This design comes from an exercise in tuning for a short achievable clock period and few clock cycles on the open sky130 flow, not from production work. Only simulation tests tie the RTL to the original design; equivalence was not proved.

==> exp/garnet <==
==> flow/design.v <==
module ks_add #(parameter W = 16) (a, b, cin, s, cout);
input  [W-1:0] a;
input  [W-1:0] b;
input          cin;
output [W-1:0] s;
output         cout;
reg [W:0] G, P, Gn, Pn;
integer i, d;
always @(*) begin
    G = {a & b, cin};
    P = {a ^ b, 1'b0};
    for (d = 1; d <= W; d = d * 2) begin
        Gn = G;
        Pn = P;
        for (i = d; i <= W; i = i + 1) begin
            Gn[i] = G[i] | (P[i] & G[i-d]);
            Pn[i] = P[i] & P[i-d];
        end
        G = Gn;
        P = Pn;
    end
end
assign s    = (a ^ b) ^ G[W-1:0];
assign cout = G[W];
endmodule
module Pipeline_CPU( clk_i, rst_n, imem_addr_o, imem_data_i,
                     dmem_addr_o, dmem_wdata_o, dmem_we_o, dmem_re_o, dmem_rdata_i );
input         clk_i;
input         rst_n;
output [15:0] imem_addr_o;
input  [15:0] imem_data_i;
output [15:0] dmem_addr_o;
output [15:0] dmem_wdata_o;
output        dmem_we_o;
output        dmem_re_o;
input  [15:0] dmem_rdata_i;
reg  [14:0] pc;           
reg  [14:0] pcq;          
reg         d_v;          
reg  [15:0] d_ir;
reg  [14:0] d_pcp;        
reg         d_pt;         
reg  [7:1]  d_rs, d_rt;   
reg  [7:1]  d_wd;         
reg  [15:0] e_a, e_b;     
reg  [7:0]  e_sel;        
reg         e_ld;
reg  [7:1]  e_wd;         
reg         e_br;
reg         e_inv;        
reg  [14:0] e_alt, e_alt1;  
reg  [15:0] m_addr, m_wdata;
reg         m_we, m_re;
reg  [15:0] rf [1:7];
wire        stall;
wire        mis;
wire [15:0] res;
wire [15:0] fi    = imem_data_i;
wire [2:0]  f_op  = fi[15:13];
wire        f_j   = (f_op == 3'd7);
wire        f_beq = (f_op == 3'd5);
wire        f_bne = (f_op == 3'd6);
wire        f_eqf = (fi[12:10] == fi[9:7]);
wire        f_pt  = (f_beq & (f_eqf | fi[6])) | (f_bne & ~f_eqf);
wire [7:0]  f_lo, f_lo1;
wire [7:0]  f_up   = pcq[14:7];
wire [7:0]  f_upp, f_upm;
ks_add #(7) u_flo  (.a(pcq[6:0]), .b(fi[6:0]), .cin(1'b0), .s(f_lo[6:0]),  .cout(f_lo[7]));
ks_add #(7) u_flo1 (.a(pcq[6:0]), .b(fi[6:0]), .cin(1'b1), .s(f_lo1[6:0]), .cout(f_lo1[7]));
ks_add #(8) u_fupp (.a(f_up), .b(8'h00), .cin(1'b1), .s(f_upp), .cout());
ks_add #(8) u_fupm (.a(f_up), .b(8'hff), .cin(1'b0), .s(f_upm), .cout());
wire [7:0]  f_hi   = (fi[6] == f_lo[7])  ? f_up : (f_lo[7]  ? f_upp : f_upm);
wire [7:0]  f_hi1  = (fi[6] == f_lo1[7]) ? f_up : (f_lo1[7] ? f_upp : f_upm);
wire [14:0] f_bt   = {f_hi, f_lo[6:0]};
wire [14:0] f_bt1  = {f_hi1, f_lo1[6:0]};
wire [14:0] f_jt   = {pcq[14:13], fi[12:0]};
wire [13:0] f_jl1;
ks_add #(13) u_fjl1 (.a(fi[12:0]), .b(13'd0), .cin(1'b1), .s(f_jl1[12:0]), .cout(f_jl1[13]));
wire [1:0]  f_jh1  = f_jl1[13] ? {pcq[14] ^ pcq[13], ~pcq[13]} : pcq[14:13];
wire [14:0] f_jt1  = {f_jh1, f_jl1[12:0]};
wire [14:0] f_inc;
ks_add #(15) u_finc (.a(pcq), .b(15'd0), .cin(1'b1), .s(f_inc), .cout());
wire [14:0] f_npc  = f_j ? f_jt  : (f_pt ? f_bt  : pcq);
wire [14:0] f_npc1 = f_j ? f_jt1 : (f_pt ? f_bt1 : f_inc);
wire        f_r    = (f_op == 3'd0);
wire        f_wr   = (f_op == 3'd0) | (f_op == 3'd1) | (f_op == 3'd2) | (f_op == 3'd3);
wire [2:0]  f_dn   = f_r ? fi[6:4] : fi[9:7];
wire        f_urs  = (f_op != 3'd2) & ~f_j;                    
wire        f_urt  = f_r | (f_op == 3'd4) | f_beq | f_bne;     
wire [7:0]  f_rs1h = 8'd1 << fi[12:10];
wire [7:0]  f_rt1h = 8'd1 << fi[9:7];
wire [7:0]  f_wd1h = 8'd1 << f_dn;
always @(posedge clk_i or negedge rst_n) begin
    if (!rst_n) begin
        pc  <= 15'd0;
        pcq <= 15'd1;
        d_v <= 1'b0;
    end else if (mis) begin
        pc  <= e_alt;
        pcq <= e_alt1;
        d_v <= 1'b0;
    end else if (!stall) begin
        pc  <= f_npc;
        pcq <= f_npc1;
        d_v <= ~f_j;
    end
end
always @(posedge clk_i) begin
    if (!mis && !stall) begin
        d_ir  <= fi;
        d_pcp <= pcq;
        d_pt  <= f_pt;
        d_rs  <= f_urs ? f_rs1h[7:1] : 7'd0;
        d_rt  <= f_urt ? f_rt1h[7:1] : 7'd0;
        d_wd  <= f_wr  ? f_wd1h[7:1] : 7'd0;
    end
end
assign imem_addr_o = {pc, 1'b0};
wire [2:0] op = d_ir[15:13];
wire [3:0] fn = d_ir[3:0];
wire [15:0] sext = {{9{d_ir[6]}}, d_ir[6:0]};
wire is_r   = (op == 3'd0);
wire is_ai  = (op == 3'd1);
wire is_lui = (op == 3'd2);
wire is_lw  = (op == 3'd3);
wire is_sw  = (op == 3'd4);
wire is_br  = (op == 3'd5) | (op == 3'd6);
reg [15:0] rs_v, rt_v;
integer i;
always @(*) begin
    rs_v = 16'd0;
    rt_v = 16'd0;
    for (i = 1; i < 8; i = i + 1) begin
        rs_v = rs_v | ({16{d_rs[i]}} & rf[i]);
        rt_v = rt_v | ({16{d_rt[i]}} & rf[i]);
    end
end
wire hit_s = |(d_rs & e_wd);
wire hit_t = |(d_rt & e_wd);
assign stall = d_v & (is_lw | is_sw) & hit_s;
wire go = d_v & ~stall & ~mis;
reg [7:0] sel;
always @(*) begin
    sel = 8'd0;
    if (is_r) begin
        if (fn[3] == 1'b0) sel[fn[2:0]] = 1'b1;
    end else if (is_ai | is_lui)
        sel[0] = 1'b1;
end
wire [15:0] b_imm  = is_lui ? {1'b0, d_ir[6:0], 8'd0} : sext;
wire        b_isim = is_ai | is_lui;
wire [14:0] d_bt, d_bt1, d_inc;
ks_add #(15) u_dbt  (.a(d_pcp), .b(sext[14:0]), .cin(1'b0), .s(d_bt),  .cout());
ks_add #(15) u_dbt1 (.a(d_pcp), .b(sext[14:0]), .cin(1'b1), .s(d_bt1), .cout());
ks_add #(15) u_dinc (.a(d_pcp), .b(15'd0),      .cin(1'b1), .s(d_inc), .cout());
wire [14:0] d_alt  = d_pt ? d_pcp : d_bt;
wire [14:0] d_alt1 = d_pt ? d_inc : d_bt1;
wire [15:0] d_addr;
ks_add #(16) u_agu  (.a(rs_v), .b(sext), .cin(1'b0), .s(d_addr), .cout());
always @(posedge clk_i or negedge rst_n) begin
    if (!rst_n) begin
        e_wd <= 7'd0;
        e_br <= 1'b0;
        m_we <= 1'b0;
        m_re <= 1'b0;
    end else begin
        e_wd <= go ? d_wd : 7'd0;
        e_br <= go & is_br;
        m_we <= go & is_sw;
        m_re <= go & is_lw;
    end
end
always @(posedge clk_i) begin
    e_a    <= hit_s ? res : rs_v;
    e_b    <= b_isim ? b_imm : (hit_t ? res : rt_v);
    e_sel  <= sel;
    e_ld   <= is_lw;
    e_inv  <= op[1] ^ d_pt;
    e_alt  <= d_alt;
    e_alt1 <= d_alt1;
    m_addr  <= d_addr;
    m_wdata <= hit_t ? res : rt_v;
end
wire [15:0] a = e_a;
wire [15:0] b = e_b;
wire [15:0] sum, dif;
ks_add #(16) u_sum (.a(a), .b(b),  .cin(1'b0), .s(sum), .cout());
ks_add #(16) u_dif (.a(a), .b(~b), .cin(1'b1), .s(dif), .cout());
wire        lt  = (a[15] ^ b[15]) ? a[15] : dif[15];
assign res = ({16{e_sel[0]}} & sum)
           | ({16{e_sel[1]}} & dif)
           | ({16{e_sel[2]}} & (a & b))
           | ({16{e_sel[3]}} & (a | b))
           | ({16{e_sel[4]}} & ~(a | b))
           | ({16{e_sel[5]}} & {15'd0, lt})
           | ({16{e_sel[6]}} & {b[14:0], 1'b0})
           | ({16{e_sel[7]}} & {1'b0, b[15:1]})
           | ({16{e_ld}}     & dmem_rdata_i);
assign mis = e_br & ((a == b) ^ e_inv);
always @(posedge clk_i or negedge rst_n) begin
    if (!rst_n) begin
        rf[1] <= 16'd0; rf[2] <= 16'd0; rf[3] <= 16'd0; rf[4] <= 16'd0;
        rf[5] <= 16'd0; rf[6] <= 16'd0; rf[7] <= 16'd0;
    end else begin
        for (i = 1; i < 8; i = i + 1)
            if (e_wd[i]) rf[i] <= res;
    end
end
assign dmem_addr_o  = m_addr;
assign dmem_wdata_o = m_wdata;
assign dmem_we_o    = m_we;
assign dmem_re_o    = m_re;
endmodule
==> flow/run.sh <==
#!/bin/bash
# synth_recipe.tcl (not shown) runs the flow's synth.tcl, then flattens the netlist and writes it again
# the make line also repeats each setting of config.mk as NAME=value (left out here)
make -C /OpenROAD-flow-scripts/flow DESIGN_CONFIG=/design/flow/config.mk WORK_HOME=/design/flow/orfs CLKGATE_MAP_FILE= SYNTH_SCRIPT=/design/flow/synth_recipe.tcl finish
==> flow/config.mk <==
export PLATFORM = sky130hd
export DESIGN_NAME = Pipeline_CPU
export DESIGN_NICKNAME = Pipeline_CPU
export VERILOG_FILES = /design/flow/design.v
export SDC_FILE = /design/flow/constraint.sdc
export NUM_CORES = 4
export LEC_CHECK = 0
export ABC_CLOCK_PERIOD_IN_PS = 2000
export CAP_MARGIN = 20
export CORE_MARGIN = 2
export CORE_UTILIZATION = 40
export PLACE_DENSITY = 0.6
export SETUP_SLACK_MARGIN = 4.6
export SLEW_MARGIN = 20
==> flow/constraint.sdc <==
create_clock -name core_clock -period 7.0 [get_ports {clk_i}]
set_input_delay 1.4000 -clock core_clock [delete_from_list [all_inputs] [get_ports {clk_i}]]
set_output_delay 1.4000 -clock core_clock [all_outputs]
set_load 0.01 [all_outputs]
==> inputs of exp/lagoon, as changes to exp/garnet <==
==> flow/design.v, changed modules only <==
module Pipeline_CPU( clk_i, rst_n, imem_addr_o, imem_data_i,
                     dmem_addr_o, dmem_wdata_o, dmem_we_o, dmem_re_o, dmem_rdata_i );
input         clk_i;
input         rst_n;
output [15:0] imem_addr_o;
input  [15:0] imem_data_i;
output [15:0] dmem_addr_o;
output [15:0] dmem_wdata_o;
output        dmem_we_o;
output        dmem_re_o;
input  [15:0] dmem_rdata_i;
reg  [14:0] pc;           
reg         d_v;          
reg  [15:0] d_ir;
reg  [14:0] d_pcp;        
reg         d_pt;         
reg  [7:1]  d_rs, d_rt;   
reg  [7:1]  d_wd;         
reg  [15:0] e_a, e_b;     
reg  [7:0]  e_sel;        
reg         e_ld;
reg  [7:1]  e_wd_q;       
reg         e_br_q;
reg         e_kill;       
wire [7:1]  e_wd = e_kill ? 7'd0 : e_wd_q;
wire        e_br = e_br_q & ~e_kill;
reg         e_inv;        
reg  [14:0] e_alt;        
reg  [15:0] m_addr, m_wdata;
reg         m_we, m_re;
reg  [15:0] rf [1:7];
reg         stall;        
wire        mis;
wire [15:0] res;
wire [15:0] fi    = imem_data_i;
wire [2:0]  f_op  = fi[15:13];
wire        f_j   = (f_op == 3'd7);
wire        f_beq = (f_op == 3'd5);
wire        f_bne = (f_op == 3'd6);
wire        f_eqf = (fi[12:10] == fi[9:7]);
wire        f_pt  = (f_beq & (f_eqf | fi[6])) | (f_bne & ~f_eqf);
wire [14:0] pcq;
ks_add #(15) u_finc (.a(pc), .b(15'd0), .cin(1'b1), .s(pcq), .cout());
wire [7:0]  f_lo;
wire [7:0]  f_up   = pcq[14:7];
wire [7:0]  f_upp, f_upm;
ks_add #(7) u_flo  (.a(pcq[6:0]), .b(fi[6:0]), .cin(1'b0), .s(f_lo[6:0]),  .cout(f_lo[7]));
ks_add #(8) u_fupp (.a(f_up), .b(8'h00), .cin(1'b1), .s(f_upp), .cout());
ks_add #(8) u_fupm (.a(f_up), .b(8'hff), .cin(1'b0), .s(f_upm), .cout());
wire [7:0]  f_hi   = (fi[6] == f_lo[7])  ? f_up : (f_lo[7]  ? f_upp : f_upm);
wire [14:0] f_bt   = {f_hi, f_lo[6:0]};
wire [14:0] f_jt   = {pcq[14:13], fi[12:0]};
wire [14:0] f_npc  = f_j ? f_jt  : (f_pt ? f_bt  : pcq);
wire        f_r    = (f_op == 3'd0);
wire        f_wr   = (f_op == 3'd0) | (f_op == 3'd1) | (f_op == 3'd2) | (f_op == 3'd3);
wire [2:0]  f_dn   = f_r ? fi[6:4] : fi[9:7];
wire        f_urs  = (f_op != 3'd2) & ~f_j;                    
wire        f_urt  = f_r | (f_op == 3'd4) | f_beq | f_bne;     
wire [7:0]  f_rs1h = 8'd1 << fi[12:10];
wire [7:0]  f_rt1h = 8'd1 << fi[9:7];
wire [7:0]  f_wd1h = 8'd1 << f_dn;
always @(posedge clk_i or negedge rst_n) begin
    if (!rst_n) begin
        pc     <= 15'd0;
        d_v    <= 1'b0;
    end else if (mis) begin
        pc     <= e_alt;
        d_v    <= 1'b0;
    end else if (!stall) begin
        pc     <= f_npc;
        d_v    <= ~f_j;
    end
end
always @(posedge clk_i) begin
    if (!stall) begin
        d_ir  <= fi;
        d_pcp <= pcq;
        d_pt  <= f_pt;
        d_rs  <= f_urs ? f_rs1h[7:1] : 7'd0;
        d_rt  <= f_urt ? f_rt1h[7:1] : 7'd0;
        d_wd  <= f_wr  ? f_wd1h[7:1] : 7'd0;
    end
end
assign imem_addr_o = {pc, 1'b0};
wire [2:0] op = d_ir[15:13];
wire [3:0] fn = d_ir[3:0];
wire [15:0] sext = {{9{d_ir[6]}}, d_ir[6:0]};
wire is_r   = (op == 3'd0);
wire is_ai  = (op == 3'd1);
wire is_lui = (op == 3'd2);
wire is_lw  = (op == 3'd3);
wire is_sw  = (op == 3'd4);
wire is_br  = (op == 3'd5) | (op == 3'd6);
reg [15:0] rs_v, rt_v;
integer i;
always @(*) begin
    rs_v = 16'd0;
    rt_v = 16'd0;
    for (i = 1; i < 8; i = i + 1) begin
        rs_v = rs_v | ({16{d_rs[i]}} & rf[i]);
        rt_v = rt_v | ({16{d_rt[i]}} & rf[i]);
    end
end
wire hit_s = |(d_rs & e_wd);
wire hit_t = |(d_rt & e_wd);
wire f_mem = (f_op == 3'd3) | (f_op == 3'd4);
always @(posedge clk_i or negedge rst_n) begin
    if (!rst_n)
        stall <= 1'b0;
    else
        stall <= ~mis & ~stall & d_v & f_mem & |(f_rs1h[7:1] & d_wd);
end
wire go = d_v & ~stall & ~mis;
reg [7:0] sel;
always @(*) begin
    sel = 8'd0;
    if (is_r) begin
        if (fn[3] == 1'b0) sel[fn[2:0]] = 1'b1;
    end else if (is_ai | is_lui)
        sel[0] = 1'b1;
end
wire [15:0] b_imm  = is_lui ? {1'b0, d_ir[6:0], 8'd0} : sext;
wire        b_isim = is_ai | is_lui;
wire [14:0] d_bt;
ks_add #(15) u_dbt  (.a(d_pcp), .b(sext[14:0]), .cin(1'b0), .s(d_bt),  .cout());
wire [14:0] d_alt  = d_pt ? d_pcp : d_bt;
wire [15:0] d_addr;
ks_add #(16) u_agu  (.a(rs_v), .b(sext), .cin(1'b0), .s(d_addr), .cout());
always @(posedge clk_i or negedge rst_n) begin
    if (!rst_n) begin
        e_wd_q <= 7'd0;
        e_br_q <= 1'b0;
        e_kill <= 1'b0;
        m_we <= 1'b0;
        m_re <= 1'b0;
    end else begin
        e_wd_q <= (d_v & ~stall) ? d_wd : 7'd0;
        e_br_q <= d_v & ~stall & is_br;
        e_kill <= mis;
        m_we <= go & is_sw;
        m_re <= go & is_lw;
    end
end
always @(posedge clk_i) begin
    e_a    <= hit_s ? res : rs_v;
    e_b    <= b_isim ? b_imm : (hit_t ? res : rt_v);
    e_sel  <= sel;
    e_ld   <= is_lw;
    e_inv  <= op[1] ^ d_pt;
    e_alt  <= d_alt;
    m_addr  <= d_addr;
    m_wdata <= hit_t ? res : rt_v;
end
wire [15:0] a = e_a;
wire [15:0] b = e_b;
wire [15:0] sum, dif;
ks_add #(16) u_sum (.a(a), .b(b),  .cin(1'b0), .s(sum), .cout());
ks_add #(16) u_dif (.a(a), .b(~b), .cin(1'b1), .s(dif), .cout());
wire        lt  = (a[15] ^ b[15]) ? a[15] : dif[15];
assign res = ({16{e_sel[0]}} & sum)
           | ({16{e_sel[1]}} & dif)
           | ({16{e_sel[2]}} & (a & b))
           | ({16{e_sel[3]}} & (a | b))
           | ({16{e_sel[4]}} & ~(a | b))
           | ({16{e_sel[5]}} & {15'd0, lt})
           | ({16{e_sel[6]}} & {b[14:0], 1'b0})
           | ({16{e_sel[7]}} & {1'b0, b[15:1]})
           | ({16{e_ld}}     & dmem_rdata_i);
assign mis = e_br & ((a == b) ^ e_inv);
always @(posedge clk_i or negedge rst_n) begin
    if (!rst_n) begin
        rf[1] <= 16'd0; rf[2] <= 16'd0; rf[3] <= 16'd0; rf[4] <= 16'd0;
        rf[5] <= 16'd0; rf[6] <= 16'd0; rf[7] <= 16'd0;
    end else begin
        for (i = 1; i < 8; i = i + 1)
            if (e_wd[i]) rf[i] <= res;
    end
end
assign dmem_addr_o  = m_addr;
assign dmem_wdata_o = m_wdata;
assign dmem_we_o    = m_we;
assign dmem_re_o    = m_re;
endmodule
==> flow/flow/run.sh (new file) <==
#!/bin/bash
# Standard synthesis, then the combinational logic re-mapped by ABC for
# delay (registers untouched), then the standard layout from floorplan on.
set -euo pipefail
R=$PWD/orfs/results/$FLOW_PLATFORM/Pipeline_CPU/base
LIB=$FLOW_HOME/platforms/$FLOW_PLATFORM/lib/sky130_fd_sc_hd__tt_025C_1v80.lib

bash standard.sh $R/1_2_yosys.v > synth.log 2>&1
cp $R/1_2_yosys.v $PWD/std_synth.v
sed -e "s|@LIB@|$LIB|g" -e "s|@IN@|$PWD/std_synth.v|" -e "s|@OUT@|$R/1_2_yosys.v|" \
    -e "s|@TOP@|$FLOW_TOP|" -e "s|@ABC@|$PWD/flow/remap.abc|" flow/remap.ys.in > remap.ys
yosys -q -l remap.log remap.ys > remap.out 2>&1
bash standard.sh > layout.log 2>&1
==> flow/flow/remap.abc (new file) <==
strash
dch -f
map -D 800
topo
buffer -p
upsize -D 800
dnsize -D 800
stime -p
==> flow/flow/remap.ys.in (new file) <==
# Re-map the combinational logic of the standard synthesis for delay.
# Flip-flops and tie cells stay the instances the standard synthesis made.
read_liberty -ignore_miss_func @LIB@
blackbox sky130_fd_sc_hd__df* sky130_fd_sc_hd__edf* sky130_fd_sc_hd__conb_1 sky130_fd_sc_hd__sdf* sky130_fd_sc_hd__dl*
read_verilog @IN@
hierarchy -top @TOP@
flatten
opt_clean
stat
abc -liberty @LIB@ -dont_use sky130_fd_sc_hd__lpflow_bleeder_1 -dont_use sky130_fd_sc_hd__lpflow_clkbufkapwr_1 -dont_use sky130_fd_sc_hd__lpflow_clkbufkapwr_16 -dont_use sky130_fd_sc_hd__lpflow_clkbufkapwr_2 -dont_use sky130_fd_sc_hd__lpflow_clkbufkapwr_4 -dont_use sky130_fd_sc_hd__lpflow_clkbufkapwr_8 -dont_use sky130_fd_sc_hd__lpflow_clkinvkapwr_1 -dont_use sky130_fd_sc_hd__lpflow_clkinvkapwr_16 -dont_use sky130_fd_sc_hd__lpflow_clkinvkapwr_2 -dont_use sky130_fd_sc_hd__lpflow_clkinvkapwr_4 -dont_use sky130_fd_sc_hd__lpflow_clkinvkapwr_8 -dont_use sky130_fd_sc_hd__lpflow_decapkapwr_12 -dont_use sky130_fd_sc_hd__lpflow_decapkapwr_3 -dont_use sky130_fd_sc_hd__lpflow_decapkapwr_4 -dont_use sky130_fd_sc_hd__lpflow_decapkapwr_6 -dont_use sky130_fd_sc_hd__lpflow_decapkapwr_8 -dont_use sky130_fd_sc_hd__lpflow_inputiso0n_1 -dont_use sky130_fd_sc_hd__lpflow_inputiso0p_1 -dont_use sky130_fd_sc_hd__lpflow_inputiso1n_1 -dont_use sky130_fd_sc_hd__lpflow_inputiso1p_1 -dont_use sky130_fd_sc_hd__lpflow_inputisolatch_1 -dont_use sky130_fd_sc_hd__lpflow_isobufsrc_1 -dont_use sky130_fd_sc_hd__lpflow_isobufsrc_16 -dont_use sky130_fd_sc_hd__lpflow_isobufsrc_2 -dont_use sky130_fd_sc_hd__lpflow_isobufsrc_4 -dont_use sky130_fd_sc_hd__lpflow_isobufsrc_8 -dont_use sky130_fd_sc_hd__lpflow_isobufsrckapwr_16 -dont_use sky130_fd_sc_hd__lpflow_lsbuf_lh_hl_isowell_tap_1 -dont_use sky130_fd_sc_hd__lpflow_lsbuf_lh_hl_isowell_tap_2 -dont_use sky130_fd_sc_hd__lpflow_lsbuf_lh_hl_isowell_tap_4 -dont_use sky130_fd_sc_hd__lpflow_lsbuf_lh_isowell_4 -dont_use sky130_fd_sc_hd__lpflow_lsbuf_lh_isowell_tap_1 -dont_use sky130_fd_sc_hd__lpflow_lsbuf_lh_isowell_tap_2 -dont_use sky130_fd_sc_hd__lpflow_lsbuf_lh_isowell_tap_4 -dont_use sky130_fd_sc_hd__probe_p_8 -dont_use sky130_fd_sc_hd__probec_p_8  -script @ABC@
opt_clean -purge
read_liberty -lib -ignore_redef @LIB@
hilomap -singleton -hicell sky130_fd_sc_hd__conb_1 HI -locell sky130_fd_sc_hd__conb_1 LO
insbuf -buf sky130_fd_sc_hd__buf_4 A X
splitnets
opt_clean -purge
stat -liberty @LIB@
check -assert -mapped
write_verilog -noattr -nohex -nodec @OUT@
==> flow/standard.sh (new file) <==
#!/bin/bash
# synth_recipe.tcl (not shown) runs the flow's synth.tcl, then flattens the netlist and writes it again
# the make line also repeats each setting of config.mk as NAME=value (left out here)
make -C /OpenROAD-flow-scripts/flow DESIGN_CONFIG=/design/flow/config.mk WORK_HOME=/design/flow/orfs CLKGATE_MAP_FILE= SYNTH_SCRIPT=/design/flow/synth_recipe.tcl "${@:-finish}"
--- a/flow/config.mk
+++ b/flow/config.mk
@@ -10,4 +10,4 @@
 export CORE_MARGIN = 2
-export CORE_UTILIZATION = 40
-export PLACE_DENSITY = 0.6
+export CORE_UTILIZATION = 55
+export PLACE_DENSITY = 0.75
 export SETUP_SLACK_MARGIN = 4.6
removed: flow/run.sh
==> inputs of exp/cedar, as changes to exp/garnet <==
==> flow/flow/run.sh (new file) <==
#!/bin/bash
# Standard synthesis, then the combinational logic re-mapped by ABC for
# delay (registers untouched), then the standard layout from floorplan on.
set -euo pipefail
R=$PWD/orfs/results/$FLOW_PLATFORM/Pipeline_CPU/base
LIB=$FLOW_HOME/platforms/$FLOW_PLATFORM/lib/sky130_fd_sc_hd__tt_025C_1v80.lib

bash standard.sh $R/1_2_yosys.v > synth.log 2>&1
cp $R/1_2_yosys.v $PWD/std_synth.v
sed -e "s|@LIB@|$LIB|g" -e "s|@IN@|$PWD/std_synth.v|" -e "s|@OUT@|$R/1_2_yosys.v|" \
    -e "s|@TOP@|$FLOW_TOP|" -e "s|@ABC@|$PWD/flow/remap.abc|" flow/remap.ys.in > remap.ys
yosys -q -l remap.log remap.ys > remap.out 2>&1
bash standard.sh > layout.log 2>&1
==> flow/flow/remap.abc (new file) <==
strash
dch -f
map -D 800
topo
buffer -p
upsize -D 800
dnsize -D 800
stime -p
==> flow/flow/remap.ys.in (new file) <==
# Re-map the combinational logic of the standard synthesis for delay.
# Flip-flops and tie cells stay the instances the standard synthesis made.
read_liberty -ignore_miss_func @LIB@
blackbox sky130_fd_sc_hd__df* sky130_fd_sc_hd__edf* sky130_fd_sc_hd__conb_1 sky130_fd_sc_hd__sdf* sky130_fd_sc_hd__dl*
read_verilog @IN@
hierarchy -top @TOP@
flatten
opt_clean
stat
abc -liberty @LIB@ -dont_use sky130_fd_sc_hd__lpflow_bleeder_1 -dont_use sky130_fd_sc_hd__lpflow_clkbufkapwr_1 -dont_use sky130_fd_sc_hd__lpflow_clkbufkapwr_16 -dont_use sky130_fd_sc_hd__lpflow_clkbufkapwr_2 -dont_use sky130_fd_sc_hd__lpflow_clkbufkapwr_4 -dont_use sky130_fd_sc_hd__lpflow_clkbufkapwr_8 -dont_use sky130_fd_sc_hd__lpflow_clkinvkapwr_1 -dont_use sky130_fd_sc_hd__lpflow_clkinvkapwr_16 -dont_use sky130_fd_sc_hd__lpflow_clkinvkapwr_2 -dont_use sky130_fd_sc_hd__lpflow_clkinvkapwr_4 -dont_use sky130_fd_sc_hd__lpflow_clkinvkapwr_8 -dont_use sky130_fd_sc_hd__lpflow_decapkapwr_12 -dont_use sky130_fd_sc_hd__lpflow_decapkapwr_3 -dont_use sky130_fd_sc_hd__lpflow_decapkapwr_4 -dont_use sky130_fd_sc_hd__lpflow_decapkapwr_6 -dont_use sky130_fd_sc_hd__lpflow_decapkapwr_8 -dont_use sky130_fd_sc_hd__lpflow_inputiso0n_1 -dont_use sky130_fd_sc_hd__lpflow_inputiso0p_1 -dont_use sky130_fd_sc_hd__lpflow_inputiso1n_1 -dont_use sky130_fd_sc_hd__lpflow_inputiso1p_1 -dont_use sky130_fd_sc_hd__lpflow_inputisolatch_1 -dont_use sky130_fd_sc_hd__lpflow_isobufsrc_1 -dont_use sky130_fd_sc_hd__lpflow_isobufsrc_16 -dont_use sky130_fd_sc_hd__lpflow_isobufsrc_2 -dont_use sky130_fd_sc_hd__lpflow_isobufsrc_4 -dont_use sky130_fd_sc_hd__lpflow_isobufsrc_8 -dont_use sky130_fd_sc_hd__lpflow_isobufsrckapwr_16 -dont_use sky130_fd_sc_hd__lpflow_lsbuf_lh_hl_isowell_tap_1 -dont_use sky130_fd_sc_hd__lpflow_lsbuf_lh_hl_isowell_tap_2 -dont_use sky130_fd_sc_hd__lpflow_lsbuf_lh_hl_isowell_tap_4 -dont_use sky130_fd_sc_hd__lpflow_lsbuf_lh_isowell_4 -dont_use sky130_fd_sc_hd__lpflow_lsbuf_lh_isowell_tap_1 -dont_use sky130_fd_sc_hd__lpflow_lsbuf_lh_isowell_tap_2 -dont_use sky130_fd_sc_hd__lpflow_lsbuf_lh_isowell_tap_4 -dont_use sky130_fd_sc_hd__probe_p_8 -dont_use sky130_fd_sc_hd__probec_p_8  -script @ABC@
opt_clean -purge
read_liberty -lib -ignore_redef @LIB@
hilomap -singleton -hicell sky130_fd_sc_hd__conb_1 HI -locell sky130_fd_sc_hd__conb_1 LO
insbuf -buf sky130_fd_sc_hd__buf_4 A X
splitnets
opt_clean -purge
stat -liberty @LIB@
check -assert -mapped
write_verilog -noattr -nohex -nodec @OUT@
==> flow/standard.sh (new file) <==
#!/bin/bash
# synth_recipe.tcl (not shown) runs the flow's synth.tcl, then flattens the netlist and writes it again
# the make line also repeats each setting of config.mk as NAME=value (left out here)
make -C /OpenROAD-flow-scripts/flow DESIGN_CONFIG=/design/flow/config.mk WORK_HOME=/design/flow/orfs CLKGATE_MAP_FILE= SYNTH_SCRIPT=/design/flow/synth_recipe.tcl "${@:-finish}"
removed: flow/run.sh
==> results.txt <==
- Flip-flop and latch count: exp/lagoon is lower than exp/garnet (28).
- Fmax, highest first: exp/lagoon, exp/cedar, exp/garnet.
- Worst setup slack: exp/garnet is worse than exp/cedar (680 ps).
- Register-to-register slack, lowest first: exp/garnet, exp/cedar, exp/lagoon.
- Between exp/lagoon and exp/garnet, the lower global-route usage is in exp/garnet (gap 11 points).
- The lowest design area belongs to exp/lagoon, the highest to exp/cedar.
- Critical path depth: exp/lagoon < exp/cedar < exp/garnet.
- Of exp/garnet and exp/lagoon, exp/garnet has the higher count of clock-buffer cells in the layout (gap 1).
- The lowest clock skew belongs to exp/garnet, the highest to exp/lagoon.
Testbench counts of exp/garnet, summed over its fixed seeds: cycles 17,747.
Testbench counts of exp/lagoon, summed over its fixed seeds: cycles 17,747.
Testbench counts of exp/cedar, summed over its fixed seeds: cycles 17,747.

[port drivers added, routing unchanged]
In the flow no input, the clock included, has a driving cell. The finished layouts below were timed again as built, in two steps.
Step 1, drivers: a clkbuf_16 drives clk_i and a buf_2 each remaining input, both assumed.
Step 2 adds t to the input delays and takes it off the output delays; t is the mean of the earliest and latest rising clock arrival at the registers after step 1. Input paths then give back, and output paths get back, about the clock's delay inside the block.
Slacks: no drivers / after step 1 / after step 2; pairs: no drivers / after step 1.
| run | t (ns) | setup WS [ns] | worst slew at a driven data input, ns |
|---|---|---|---|
| exp/garnet | 0.592 | 3.624 / 3.624 / 3.506 | 0.06 |
| exp/lagoon | 0.619 | 4.443 / 4.409 / 3.829 | 0.06 |
| exp/cedar | 0.607 | 4.306 / 4.304 / 3.697 | 0.08 |
After both steps every run listed still meets setup and hold. For exp/lagoon, which loses most, drivers alone change the setup slack by -0.034 ns; drivers and shift together by -0.614 ns.
